What follows belongs to an exercise in optimizing a design on an open flow for small area, a short achievable clock period and few clock cycles; a production flow would make more cautious choices. At most, simulation tests tie the RTL to the original design; equivalence was not proved.

==> flow/design.v (excerpt) <==
module Milestone1(
	 input logic Clock,
	 input logic resetn,
	 input logic start,
	 input logic  [15:0] SRAM_read_data,
	 output logic [15:0] SRAM_write_data,
	 output logic done,
	 output logic SRAM_we_n,
	 output logic [17:0] SRAM_address
);
localparam logic [17:0] U_START   = 18'd38400;
localparam logic [17:0] V_START   = 18'd57600;
localparam logic [17:0] RGB_START = 18'd146944;
logic        run, fin;
logic        start_r;      
logic [4:0]  ph;           
logic        odd;          
logic        wr_en;        
logic [15:0] yaddr;        
logic [17:0] waddr;        
logic [7:0]  qw;           
logic [7:0]  uw0, uw1, uw2, uw3, uw4, uw5;
logic [7:0]  vw0, vw1, vw2, vw3, vw4, vw5;
logic [7:0]  ustage;
logic [15:0] vstage;
logic [15:0] yreg;
logic [7:0]  uodd, vodd;
logic [7:0] iw0, iw1, iw2, iw3, iw4, iw5;
logic [7:0] e0, e1, e2, e3, e4, e5;
logic [8:0] ip1, ip2, ip3;
logic [7:0] ia, ib;              
logic       ic;                  
logic [7:0] it_a, it_b;
logic       it_c;
logic [7:0] iout;
logic       q_first, q_second, q_156, q_157, q_158, q_last;    
wire [7:0] vnew = odd ? vstage[7:0] : vstage[15:8];
wire isel_v = ph[2];
assign iw0 = isel_v ? vw1  : uw0;
assign iw1 = isel_v ? vw2  : uw1;
assign iw2 = isel_v ? vw3  : uw2;
assign iw3 = isel_v ? vw4  : uw3;
assign iw4 = isel_v ? vw5  : uw4;
assign iw5 = isel_v ? vnew : uw5;
wire c_first  = q_first;
wire c_second = q_second;
wire c_157    = q_157;
wire c_158    = q_158;
wire c_last   = q_last;
  ...
Size: about 55 I/O pins, about 23000 um2 of cells after synthesis.
Settings: LEC_CHECK=0, CAP_MARGIN=20, CORE_MARGIN=2, CORE_UTILIZATION=60, SETUP_SLACK_MARGIN=5, SLEW_MARGIN=20; clock period 11.0 ns.
standard.sh (not shown) runs the stock make flow with config.mk's settings and CLKGATE_MAP_FILE= SYNTH_SCRIPT=/design/flow/synth_recipe.tcl, a recipe that flattens the netlist after the stock synthesis.
==> flow/flow/run.sh <==
#!/bin/bash
# The standard layout (standard.sh) with two changes:
#  - timing repair aims MARGIN ns below the clock period (SETUP_SLACK_MARGIN);
#  - after the standard synthesis, flow/polarity.py removes inverters around
#    full adders (a full adder with all inputs and outputs inverted is the
#    same full adder); registers are untouched.
set -euo pipefail
MARGIN=${MARGIN:-7.3}
sed -e "s/SETUP_SLACK_MARGIN=[0-9.]*/SETUP_SLACK_MARGIN=$MARGIN/" standard.sh > standard_margin.sh
grep -q "SETUP_SLACK_MARGIN=$MARGIN" standard_margin.sh
bash standard_margin.sh synth > synth.log 2>&1
RES=orfs/results/${FLOW_PLATFORM}/Milestone1/base
cp $RES/1_2_yosys.v 1_2_yosys.orig.v
python3 flow/polarity.py 1_2_yosys.orig.v $RES/1_2_yosys.v > polarity.log 2>&1
rm -f $RES/1_synth.odb $RES/1_synth.sdc
bash standard_margin.sh > layout.log 2>&1
Other scripts of this flow, unchanged in this note and not shown: flow/flow/polarity.py
Testbench counts at the start, summed over its fixed seeds: cycles 1,152,162.
Rerun with:
--- a/flow/flow/run.sh
+++ b/flow/flow/run.sh
@@ -8 +8 @@
-MARGIN=${MARGIN:-7.3}
+MARGIN=${MARGIN:-7.6}
--- a/flow/config.mk
+++ b/flow/config.mk
@@ -10,0 +11,2 @@
+export CTS_CLUSTER_DIAMETER = 80
+export CTS_CLUSTER_SIZE = 24
Effect:
- The new run ran to the end with no violations
- via count decreases by 0.67%
- die area does not change
- non-clock buffer count increases by 23
- cell count decreases by 0.39%
- wire length decreases by 1.9%
- setup slack improves by 270 ps
- worst hold slack improves by 6.7 ps
- sequential share of layout area increases by 0.61 points
- global-route usage decreases by 0.82 points
- core utilization decreases by 0.71 points
Rerun with:
--- a/flow/config.mk
+++ b/flow/config.mk
@@ -11,2 +10,0 @@
-export CTS_CLUSTER_DIAMETER = 80
-export CTS_CLUSTER_SIZE = 24
Result: The changed run produced a clean layout; count of clock-buffer cells in the layout goes up by 17; register-to-register slack gets better by 70 ps; final cell count is higher by 1.5%.

---

Another version of the RTL of Milestone1 (not shown whole).
Size: about 2100 cells after synthesis, roughly 270 flip-flops, roughly 55 I/O pins.
==> flow/config.mk <==
export PLATFORM = sky130hd
export DESIGN_NAME = Milestone1
export DESIGN_NICKNAME = Milestone1
export VERILOG_FILES = /design/flow/design.v
export SDC_FILE = /design/flow/constraint.sdc
export NUM_CORES = 4
export LEC_CHECK = 0
export ABC_CLOCK_PERIOD_IN_PS = 5000
export CAP_MARGIN = 20
export CORE_MARGIN = 2
export CORE_UTILIZATION = 60
export SETUP_SLACK_MARGIN = 5
export SLEW_MARGIN = 20
==> flow/constraint.sdc <==
create_clock -name core_clock -period 11.0 [get_ports {Clock}]
set_input_delay 2.2000 -clock core_clock [delete_from_list [all_inputs] [get_ports {Clock}]]
set_output_delay 2.2000 -clock core_clock [all_outputs]
set_load 0.01 [all_outputs]
run.sh (not shown) runs the stock make flow with config.mk's settings and CLKGATE_MAP_FILE= SYNTH_SCRIPT=/design/flow/synth_recipe.tcl, a recipe that flattens the netlist after the stock synthesis.
Stock flow here: none of the scripts above is used.
==> next run, changes <==
Settings changed: ABC_CLOCK_PERIOD_IN_PS 5000 to default, CORE_UTILIZATION 60 to 40, SETUP_SLACK_MARGIN 5 to default.
Effect: The changed run finished with timing, DRC and antenna clean. First-iteration DRC count shrinks by 14%. Routed wire length hardly moves. Worst setup slack is worse by 1600 ps. Global-route usage came out lower by 9.9 points. Core utilization drops by 24 points.
No functional check of the RTL was part of any run of this note.

---

## quartz
Milestone1, a different RTL version from the one above (not shown whole).
For scale: about 1900 cells after synthesis, roughly 23000 um^2 of cells after synthesis.
export LEC_CHECK = 0
export CAP_MARGIN = 0
export CORE_MARGIN = 2
export CORE_UTILIZATION = 70
export CTS_CLUSTER_DIAMETER = 90
export CTS_CLUSTER_SIZE = 28
export SETUP_SLACK_MARGIN = 5
export SLEW_MARGIN = 0
create_clock -name core_clock -period 11.0 [get_ports {Clock}]
standard.sh (not shown) runs the stock make flow with config.mk's settings and CLKGATE_MAP_FILE= SYNTH_SCRIPT=/design/flow/synth_recipe.tcl, a recipe that flattens the netlist after the stock synthesis.
==> flow/flow/run.sh <==
#!/bin/bash
# The standard layout (standard.sh) with three changes:
#  - timing repair aims MARGIN ns below the clock period (SETUP_SLACK_MARGIN);
#  - the port buffers are buf_2 cells (the default picks a delay buffer);
#  - after the standard synthesis, flow/polarity.py removes inverters around
#    full adders (a full adder with all inputs and outputs inverted is the
#    same full adder); registers are untouched.
set -euo pipefail
MARGIN=${MARGIN:-7.8}
sed -e "s/SETUP_SLACK_MARGIN=[0-9.]*/SETUP_SLACK_MARGIN=$MARGIN/" \
    -e "s/CLKGATE_MAP_FILE= /CLKGATE_MAP_FILE= 'BUFFER_PORTS_ARGS=-buffer_cell sky130_fd_sc_hd__buf_2' /" \
    standard.sh > standard_margin.sh
grep -q "BUFFER_PORTS_ARGS" standard_margin.sh
grep -q "SETUP_SLACK_MARGIN=$MARGIN" standard_margin.sh
bash standard_margin.sh synth > synth.log 2>&1
RES=orfs/results/${FLOW_PLATFORM}/Milestone1/base
cp $RES/1_2_yosys.v 1_2_yosys.orig.v
python3 flow/polarity.py 1_2_yosys.orig.v $RES/1_2_yosys.v > polarity.log 2>&1
rm -f $RES/1_synth.odb $RES/1_synth.sdc
bash standard_margin.sh > layout.log 2>&1
Other scripts of this flow, unchanged in this note and not shown: flow/flow/polarity.py
Testbench counts of quartz, summed over its fixed seeds: cycles 1,152,162.
### quartz -> maple
diff --git a/flow/flow/run.sh b/flow/flow/run.sh
--- a/flow/flow/run.sh
+++ b/flow/flow/run.sh
@@ -11 +11 @@
-    -e "s/CLKGATE_MAP_FILE= /CLKGATE_MAP_FILE= 'BUFFER_PORTS_ARGS=-buffer_cell sky130_fd_sc_hd__buf_2' /" \
+    -e "s/CLKGATE_MAP_FILE= /CLKGATE_MAP_FILE= 'BUFFER_PORTS_ARGS=-buffer_cell sky130_fd_sc_hd__buf_2' 'CTS_ARGS=-sink_clustering_enable -repair_clock_nets -sink_clustering_size 28 -sink_clustering_max_diameter 90 -distance_between_buffers 500 -branching_point_buffers_distance 500' /" \
diff --git a/flow/config.mk b/flow/config.mk
--- a/flow/config.mk
+++ b/flow/config.mk
@@ -8 +8 @@
-export CAP_MARGIN = 0
+export CAP_MARGIN = 20
@@ -14 +14 @@
-export SLEW_MARGIN = 0
+export SLEW_MARGIN = 20
### Flow results
- maple: full flow OK, the timing, design-rule and antenna checks passed
- From maple to quartz, count of flip-flops and latches did not move at all.
- Comparing quartz against maple, there is no change at all in synthesized instance count.
- As far as sequential share of cell area goes, quartz and maple are indistinguishable; the numbers are identical.
- Diff quartz..maple | post-detailed-route via-to-cell ratio | unchanged
- As far as final instance area goes, quartz and maple are indistinguishable; the numbers are identical.
- Reported for maple and quartz, number of standard cells in the layout, taps in and fillers out turned out identical to the last digit.
- Re area occupied by multi-input gates: no difference whatsoever between maple and quartz.
For tundra, these inputs were changed with respect to maple:
diff --git a/flow/flow/run.sh b/flow/flow/run.sh
--- a/flow/flow/run.sh
+++ b/flow/flow/run.sh
@@ -11 +11 @@
-    -e "s/CLKGATE_MAP_FILE= /CLKGATE_MAP_FILE= 'BUFFER_PORTS_ARGS=-buffer_cell sky130_fd_sc_hd__buf_2' 'CTS_ARGS=-sink_clustering_enable -repair_clock_nets -sink_clustering_size 28 -sink_clustering_max_diameter 90 -distance_between_buffers 500 -branching_point_buffers_distance 500' /" \
+    -e "s/CLKGATE_MAP_FILE= /CLKGATE_MAP_FILE= 'BUFFER_PORTS_ARGS=-buffer_cell sky130_fd_sc_hd__buf_2' /" \
diff --git a/flow/config.mk b/flow/config.mk
--- a/flow/config.mk
+++ b/flow/config.mk
@@ -10,3 +10,3 @@
-export CORE_UTILIZATION = 70
-export CTS_CLUSTER_DIAMETER = 90
-export CTS_CLUSTER_SIZE = 28
+export CORE_UTILIZATION = 60
+export CTS_CLUSTER_DIAMETER = 80
+export CTS_CLUSTER_SIZE = 24
[summary]
- tundra has count of fill cells added during filler insertion above what maple had.
- In tundra, worst setup slack after placement is higher than in maple.
- In the reports for maple and tundra, the smaller met2 usage belongs to tundra.
- In tundra, the worst hold slack came out 0.0054 ns below the value in maple.
- tundra: buffer count from post-CTS setup fixing is 1 higher than what maple reported.
- Comparing maple and tundra, net total in the final layout is lower on maple.
- Max-cap check violation count came out exactly the same in maple and tundra.
What ember does differently from tundra at the input level:
diff --git a/flow/flow/run.sh b/flow/flow/run.sh
--- a/flow/flow/run.sh
+++ b/flow/flow/run.sh
@@ -11 +11 @@
-    -e "s/CLKGATE_MAP_FILE= /CLKGATE_MAP_FILE= 'BUFFER_PORTS_ARGS=-buffer_cell sky130_fd_sc_hd__buf_2' /" \
+    -e "s/CLKGATE_MAP_FILE= /CLKGATE_MAP_FILE= 'BUFFER_PORTS_ARGS=-buffer_cell sky130_fd_sc_hd__buf_2' 'CTS_ARGS=-sink_clustering_enable -repair_clock_nets -sink_clustering_size 32 -sink_clustering_max_diameter 100 -dont_use_dummy_load' /" \
diff --git a/flow/config.mk b/flow/config.mk
--- a/flow/config.mk
+++ b/flow/config.mk
@@ -10,3 +10,3 @@
-export CORE_UTILIZATION = 60
-export CTS_CLUSTER_DIAMETER = 80
-export CTS_CLUSTER_SIZE = 24
+export CORE_UTILIZATION = 70
+export CTS_CLUSTER_DIAMETER = 100
+export CTS_CLUSTER_SIZE = 32
==> comparison <==
Compared with tundra, ember instantiates a smaller number of cells.
~same synthesized cell count in ember and tundra
From tundra to ember the numbers moved as follows: filler cell count saw a decrease, global-route wire length before repair saw a decrease.
Setup fix buffers added after clock tree synthesis, ember and tundra: higher on ember
In ember, number of clock buffer instances in the layout is lower than in tundra.
Compared to tundra, ember has placeable core region 5200 um^2 lower.
For sierra, these inputs were changed with respect to ember:
diff --git a/flow/flow/run.sh b/flow/flow/run.sh
--- a/flow/flow/run.sh
+++ b/flow/flow/run.sh
@@ -11 +11 @@
-    -e "s/CLKGATE_MAP_FILE= /CLKGATE_MAP_FILE= 'BUFFER_PORTS_ARGS=-buffer_cell sky130_fd_sc_hd__buf_2' 'CTS_ARGS=-sink_clustering_enable -repair_clock_nets -sink_clustering_size 32 -sink_clustering_max_diameter 100 -dont_use_dummy_load' /" \
+    -e "s/CLKGATE_MAP_FILE= /CLKGATE_MAP_FILE= 'BUFFER_PORTS_ARGS=-buffer_cell sky130_fd_sc_hd__buf_2' /" \
diff --git a/flow/config.mk b/flow/config.mk
--- a/flow/config.mk
+++ b/flow/config.mk
@@ -11,2 +11,2 @@
-export CTS_CLUSTER_DIAMETER = 100
-export CTS_CLUSTER_SIZE = 32
+export CTS_CLUSTER_DIAMETER = 90
+export CTS_CLUSTER_SIZE = 28
--- outcome ---
sierra: no failed stages, no open violations at the end. Cmp sierra vs ember: max-slew headroom at the worst pin higher in sierra. Between sierra and ember, sequential share of layout area is lower for sierra, ember comes in above that. The final worst setup slack of sierra was inferior to that of ember. The design area of sierra was inferior to that of ember. The final reports for sierra and ember show hold slack higher in the former. In the metrics for sierra and ember, the one carrying the higher count of clock-buffer cells in the layout is sierra. Gate count of the mapped netlist: sierra vs ember, no meaningful difference. In the flow results for sierra and ember, the non-filler instance count after layout is larger on sierra.

[separate check: timing with driven ports]
How much do the figures lean on ideal ports? The routed layouts below were timed once more, with nothing changed but the port constraints. Step 1 assumes that a clkbuf_16 drives the clock port and a buf_2 every other input. Step 2 times the ports against the registers' clock, not the clock port: input delays grow and output delays shrink by t, the midpoint of the rising clock arrivals with the driver on. Slacks: no drivers / after step 1 / after step 2; pairs: no drivers / after step 1.
run | shift t [ns] | slack for setup (ns) | hold WS [ns] | cell pins on the clock port's net
the first run of note 1 | 0.613 | 7.327 / 7.276 / 7.409 | 0.444 / 0.444 / 0.444 | 1
the second run of note 1 | 0.605 | 7.597 / 7.544 / 7.650 | 0.450 / 0.450 / 0.450 | 1
the third run of note 1 | 0.620 | 7.602 / 7.548 / 7.637 | 0.443 / 0.443 / 0.443 | 1
the first run of note 2 | 0.618 | 5.151 / 5.151 / 5.151 | 0.452 / 0.452 / 0.452 | 1
the second run of note 2 | 0.597 | 3.577 / 3.577 / 3.577 | 0.443 / 0.443 / 0.443 | 1
quartz | 0.587 | 7.691 / 7.638 / 7.841 | 0.445 / 0.445 / 0.445 | 1
maple | 0.587 | 7.691 / 7.638 / 7.841 | 0.445 / 0.445 / 0.445 | 1
tundra | 0.611 | 7.683 / 7.626 / 7.810 | 0.439 / 0.439 / 0.439 | 1
ember | 0.557 | 7.728 / 7.676 / 7.810 | 0.423 / 0.423 / 0.423 | 1
sierra | 0.587 | 7.691 / 7.638 / 7.841 | 0.445 / 0.445 / 0.445 | 1
After both steps setup and hold are still met in every run listed.
